What follows belongs to an exercise in optimizing a design on an open flow for small area, a short achievable clock period and few clock cycles; a production flow would make more cautious choices. RTL that was checked went through simulation tests only; none was proved equivalent to the original. Power and IR drop assume default switching activity.

==> flow/design.v <==
module RegFile(clk, rst, lo1, hi1, lo2, hi2, byp1, byp2, byp_data, src1_data, src2_data, wrt_en, dst, dst_data);
	input clk, rst;
	input [3:0] lo1, hi1, lo2, hi2, dst;
	input byp1, byp2;
	input [31:0] byp_data;
	input wrt_en;
	input [31:0] dst_data;
	output [31:0] src1_data, src2_data;
	wire [31:0] wdata = rst ? 32'b0 : dst_data;
	wire [31:0] q [0:15];
	genvar i;
	generate
		for (i = 0; i < 16; i = i + 1) begin : r
			reg [31:0] val;
			always @(posedge clk)
				if (rst | (wrt_en & (dst == i)))
					val <= wdata;
			assign q[i] = val;
		end
	endgenerate
	function [31:0] rd;
		input [3:0] lo, hi_in;
		input byp;
		input [511:0] all;
		input [31:0] bval;
		reg [3:0] hi;
		reg [31:0] g;
		integer j, k;
		begin
			hi = hi_in & {4{~byp}};
			rd = bval & {32{byp}};
			for (j = 0; j < 4; j = j + 1) begin
				g = 32'b0;
				for (k = 0; k < 4; k = k + 1)
					g = g | (all[(j * 4 + k) * 32 +: 32] & {32{lo[k]}});
				rd = rd | (g & {32{hi[j]}});
			end
		end
	endfunction
	wire [511:0] all = {q[15], q[14], q[13], q[12], q[11], q[10], q[9], q[8],
	                    q[7], q[6], q[5], q[4], q[3], q[2], q[1], q[0]};
	assign src1_data = rd(lo1, hi1, byp1, all, byp_data);
	assign src2_data = rd(lo2, hi2, byp2, all, byp_data);
endmodule
module PipelinedCPU(clk, reset, imem_addr, imem_data, dmem_addr, dmem_wdata, dmem_we, dmem_rdata);
	input  clk;
	input  reset;
	output [31:0] imem_addr;
	input  [31:0] imem_data;
	output [31:0] dmem_addr;
	output [31:0] dmem_wdata;
	output dmem_we;
	input  [31:0] dmem_rdata;
	parameter START_PC = 32'h40;
	wire [3:0]  f_cls = imem_data[31:28];
	wire [3:0]  f_op  = imem_data[27:24];
	wire [3:0]  f_a   = imem_data[23:20];
	wire [3:0]  f_b   = imem_data[19:16];
	wire [3:0]  f_c   = imem_data[15:12];
	wire [15:0] f_imm = imem_data[15:0];
	wire f_alur = (f_cls == 4'hC);
	wire f_alui = (f_cls == 4'h4);
	wire f_cmpr = (f_cls == 4'hD);
	wire f_cmpi = (f_cls == 4'h5);
	wire f_br   = (f_cls == 4'h2);
	wire f_jal  = (f_cls == 4'h6);
	wire f_lw   = (f_cls == 4'h7);
	wire f_sw   = (f_cls == 4'h3);
	wire f_mvhi = f_alui & (f_op == 4'hF);
	wire f_brz  = f_br & (f_op == 4'h2 | f_op == 4'hD | f_op == 4'h8 |
	                      f_op == 4'h1 | f_op == 4'hE | f_op == 4'hF);
	wire       f_bs  = (f_cls[3:1] == 3'b001);         
	wire [3:0] a_lo = 4'b0001 << f_a[1:0], a_hi = 4'b0001 << f_a[3:2];
	wire [3:0] b_lo = 4'b0001 << f_b[1:0], b_hi = 4'b0001 << f_b[3:2];
	wire [3:0] c_lo = 4'b0001 << f_c[1:0], c_hi = 4'b0001 << f_c[3:2];
	wire [31:0] rf1, rf2;
	wire        x_we;
	wire [3:0]  x_dst;
	wire [31:0] x_res;
	wire byp1 = x_we & (x_dst == f_b);
	wire byp2 = x_we & (f_bs ? (x_dst == f_a) : (x_dst == f_c));
	RegFile regfile(clk, reset, b_lo, b_hi, f_bs ? a_lo : c_lo, f_bs ? a_hi : c_hi,
	                byp1, byp2, x_res, rf1, rf2, x_we, x_dst, x_res);
	wire [31:0] f_simm = {{16{f_imm[15]}}, f_imm};
	wire [31:0] f_bval = f_mvhi ? {f_imm, 16'b0} :
	                     (f_alui | f_cmpi) ? f_simm :
	                     rf2;
	reg [2:0] f_tt;
	always @(*) begin
		case (f_op)
			4'h0: f_tt = 3'b111;  
			4'h1: f_tt = 3'b011;  
			4'h2: f_tt = 3'b100;  
			4'h3: f_tt = 3'b000;  
			4'h5: f_tt = 3'b011;  
			4'h6: f_tt = 3'b100;  
			4'h8: f_tt = 3'b110;  
			4'h9: f_tt = 3'b010;  
			4'hA: f_tt = 3'b101;  
			4'hB: f_tt = 3'b001;  
			4'hC: f_tt = 3'b110;  
			4'hD: f_tt = 3'b010;  
			4'hE: f_tt = 3'b101;  
			default: f_tt = 3'b001;  
		endcase
	end
	wire f_isalu = f_alur | (f_alui & ~f_mvhi);
	wire f_radd  = f_isalu & (f_op == 4'h7);
	wire f_rsub  = f_isalu & (f_op == 4'h6);
	wire f_rlog  = f_isalu & ~(f_op == 4'h7) & ~(f_op == 4'h6);
	wire f_cmp   = f_cmpr | f_cmpi;
	wire f_sub   = f_rsub | f_cmp | f_br;
	wire f_invb  = f_rsub | f_cmp;
	wire f_inva  = f_br;
	wire [17:0] f_immr = f_jal ? {f_imm, 2'b00} : {{2{f_imm[15]}}, f_imm};
	wire f_bwd  = f_imm[15];
	wire f_nul  = (f_imm == 16'h0000);
	wire f_pred = f_br & (f_bwd ? (f_op != 4'h3) : (f_op == 4'h0 | f_op == 4'h5 | f_op == 4'h1));
	wire [31:2] fa     = imem_addr[31:2];
	wire [31:2] f_npc  = fa + 30'd1;
	wire [31:2] f_btgt = fa + {{14{f_imm[15]}}, f_imm} + 30'd1;
	reg  [31:0] opA, opB;
	reg  [31:2] npc;       
	reg  [31:2] btgt;      
	reg  [17:0] immr;
	reg  [3:0]  dst;
	reg         we, st, ld, br, jal, pred, nul;
	reg         sub, rarith, rlog, rmvhi, rlink;
	reg  [2:0]  lop;       
	reg  [2:0]  tt;
	wire        cond;
	wire        mispredict = br & ~nul & (cond ^ pred);
	always @(posedge clk) begin
		opA  <= (rf1 ^ {32{f_inva}}) | {32{f_brz}};
		opB  <= f_bval ^ {32{f_invb}};
		btgt <= f_btgt;
		immr <= f_immr;
		dst  <= f_a;
		lop  <= {f_op[3], f_op[1], f_op[0]};
		tt   <= f_tt;
		sub  <= f_sub;
		rarith <= f_radd | f_rsub;
		rlog <= f_rlog;
		rmvhi <= f_mvhi;
		rlink <= f_jal;
		pred <= f_pred;
		nul  <= f_nul;
		if (reset | mispredict) begin
			npc <= reset ? START_PC[31:2] : (pred ? npc : btgt);
			we  <= 1'b0;
			st  <= 1'b0;
			ld  <= 1'b0;
			br  <= 1'b0;
			jal <= 1'b0;
		end else begin
			npc <= f_npc;
			we  <= f_alur | f_alui | f_cmpr | f_cmpi | f_jal | f_lw;
			st  <= f_sw;
			ld  <= f_lw;
			br  <= f_br;
			jal <= f_jal;
		end
	end
	wire [31:0] simmr = {{14{immr[17]}}, immr};
	wire [31:0] as    = opA + opB + {31'b0, sub};   
	wire [31:0] addr  = opA + simmr;                
	wire        eq    = &(opA ^ opB);               
	assign      cond  = eq ? tt[2] : (as[31] ? tt[1] : tt[0]);
	wire [31:0] lres0 = lop[1] ? (opA ^ opB) : lop[0] ? (opA | opB) : (opA & opB);
	wire [31:0] lres  = lres0 ^ {32{lop[2]}};
	assign x_res = ld     ? dmem_rdata :
	               rlink  ? {npc, 2'b00} :
	               rmvhi  ? opB :
	               rarith ? as :
	               rlog   ? lres :
	               {31'b0, cond};
	assign x_we  = we;
	assign x_dst = dst;
	assign imem_addr  = {jal ? addr[31:2] : (br & pred) ? btgt : npc, 2'b00};
	assign dmem_addr  = addr;
	assign dmem_wdata = opB;
	assign dmem_we    = st;
endmodule
clock: 8.0 ns
lec_check: 0
abc_area: 1
cap_margin: 20
core_margin: 2
core_utilization: 55
setup_slack_margin: 3.5
slew_margin: 20
standard.sh (not shown) runs the stock make flow with config.mk's settings and CLKGATE_MAP_FILE= SYNTH_SCRIPT=/design/flow/synth_recipe.tcl, a recipe that flattens the netlist after the stock synthesis.
==> flow/flow/run.sh <==
#!/bin/bash
# Own flow: the standard layout (standard.sh, unchanged synthesis) with two changes:
#  - the port buffers are plain buffers (sky130_fd_sc_hd__buf_4) instead of the delay cells
#    buffer_ports picks by default;
#  - clock tree synthesis uses larger sink clusters and no dummy loads, for a shallower tree.
# Each step's output goes to its own log file here.
set -euo pipefail
export BUFFER_PORTS_ARGS="-buffer_cell sky130_fd_sc_hd__buf_4"
export CTS_ARGS="-sink_clustering_enable -repair_clock_nets -sink_clustering_size 20 -sink_clustering_max_diameter 80 -dont_use_dummy_load"
bash standard.sh synth > synth.log 2>&1
bash standard.sh > layout.log 2>&1
==> next run, changes <==
--- a/flow/design.v
+++ b/flow/design.v
@@ -1,10 +1,10 @@
-module RegFile(clk, rst, lo1, hi1, lo2, hi2, byp1, byp2, byp_data, src1_data, src2_data, wrt_en, dst, dst_data);
+module RegFile(clk, rst, src1, src2, byp1, byp2, byp_data, src1_data, src2_data, wrt_en, dst, dst_data);
 	input clk, rst;
-	input [3:0] lo1, hi1, lo2, hi2, dst;
+	input [3:0] src1, src2, dst;
 	input byp1, byp2;
 	input [31:0] byp_data;
 	input wrt_en;
 	input [31:0] dst_data;
-	output [31:0] src1_data, src2_data;
+	output reg [31:0] src1_data, src2_data;
 	wire [31:0] wdata = rst ? 32'b0 : dst_data;
 	wire [31:0] q [0:15];
@@ -19,27 +19,13 @@
 		end
 	endgenerate
-	function [31:0] rd;
-		input [3:0] lo, hi_in;
-		input byp;
-		input [511:0] all;
-		input [31:0] bval;
-		reg [3:0] hi;
-		reg [31:0] g;
-		integer j, k;
-		begin
-			hi = hi_in & {4{~byp}};
-			rd = bval & {32{byp}};
-			for (j = 0; j < 4; j = j + 1) begin
-				g = 32'b0;
-				for (k = 0; k < 4; k = k + 1)
-					g = g | (all[(j * 4 + k) * 32 +: 32] & {32{lo[k]}});
-				rd = rd | (g & {32{hi[j]}});
-			end
+	integer k;
+	always @(*) begin
+		src1_data = byp_data & {32{byp1}};
+		src2_data = byp_data & {32{byp2}};
+		for (k = 0; k < 16; k = k + 1) begin
+			src1_data = src1_data | (q[k] & {32{~byp1 & (src1 == k)}});
+			src2_data = src2_data | (q[k] & {32{~byp2 & (src2 == k)}});
 		end
-	endfunction
-	wire [511:0] all = {q[15], q[14], q[13], q[12], q[11], q[10], q[9], q[8],
-	                    q[7], q[6], q[5], q[4], q[3], q[2], q[1], q[0]};
-	assign src1_data = rd(lo1, hi1, byp1, all, byp_data);
-	assign src2_data = rd(lo2, hi2, byp2, all, byp_data);
+	end
 endmodule
 module PipelinedCPU(clk, reset, imem_addr, imem_data, dmem_addr, dmem_wdata, dmem_we, dmem_rdata);
@@ -71,15 +57,13 @@
 	                      f_op == 4'h1 | f_op == 4'hE | f_op == 4'hF);
 	wire       f_bs  = (f_cls[3:1] == 3'b001);         
-	wire [3:0] a_lo = 4'b0001 << f_a[1:0], a_hi = 4'b0001 << f_a[3:2];
-	wire [3:0] b_lo = 4'b0001 << f_b[1:0], b_hi = 4'b0001 << f_b[3:2];
-	wire [3:0] c_lo = 4'b0001 << f_c[1:0], c_hi = 4'b0001 << f_c[3:2];
+	wire [3:0] idx1 = f_b;
+	wire [3:0] idx2 = f_bs ? f_a : f_c;
 	wire [31:0] rf1, rf2;
 	wire        x_we;
 	wire [3:0]  x_dst;
 	wire [31:0] x_res;
-	wire byp1 = x_we & (x_dst == f_b);
-	wire byp2 = x_we & (f_bs ? (x_dst == f_a) : (x_dst == f_c));
-	RegFile regfile(clk, reset, b_lo, b_hi, f_bs ? a_lo : c_lo, f_bs ? a_hi : c_hi,
-	                byp1, byp2, x_res, rf1, rf2, x_we, x_dst, x_res);
+	wire byp1 = x_we & (x_dst == idx1);
+	wire byp2 = x_we & (x_dst == idx2);
+	RegFile regfile(clk, reset, idx1, idx2, byp1, byp2, x_res, rf1, rf2, x_we, x_dst, x_res);
 	wire [31:0] f_simm = {{16{f_imm[15]}}, f_imm};
 	wire [31:0] f_bval = f_mvhi ? {f_imm, 16'b0} :
@@ -147,5 +131,5 @@
 		nul  <= f_nul;
 		if (reset | mispredict) begin
-			npc <= reset ? START_PC[31:2] : (pred ? npc : btgt);
+			npc <= reset ? START_PC[31:2] : (cond ? btgt : npc);
 			we  <= 1'b0;
 			st  <= 1'b0;
What happened: The new run passed the timing, design-rule and antenna checks; setup slack got worse by 0.044 ns; cell area hardly moves; global-route usage rises by 4.1 points; clock-buffer cell count decreases by 1; worst hold slack improves by 0.015 ns; total power grows by 3.2%; wire length went up by 9.6%; cell count rose by 2.8%; sequential power climbs by about 3%; non-clock buffer count goes down by 24; first-iteration DRC count goes up by 25%; synthesized cell count rises by 3.0%; core utilization drops by 0.14 points.
Testbench counts after the change, summed over its fixed seeds: cycles 35,396.
The RTL of the first run of this note was laid out without a check of its function.

## static timing again, ports no longer ideal
The flow's constraints put no driver on any port. The routed layouts listed below were extracted and timed again, unchanged, in two steps.
Step 1, drivers: a clkbuf_16 drives clk and a buf_2 each remaining input, both assumed.
Step 2 also shifts input and output timing later by t, the mid clock arrival at the registers, as if the neighbouring blocks saw the same clock.
a / b / c = no drivers / after step 1 / after step 2; a / b = the first two.
run | shift t [ns] | setup slack, ns | latest minus earliest clock arrival (ns) | worst register clock-pin slew, ns
the first run | 0.677 | 3.462 / 3.413 / 2.806 | 0.110 / 0.110 | 0.09 / 0.09
the second run | 0.696 | 3.419 / 3.344 / 2.929 | 0.106 / 0.105 | 0.09 / 0.09
After both steps setup and hold are still met in every run listed. The setup slack of the first run, which loses most, moves by -0.049 ns with the drivers and by -0.656 ns with both steps.
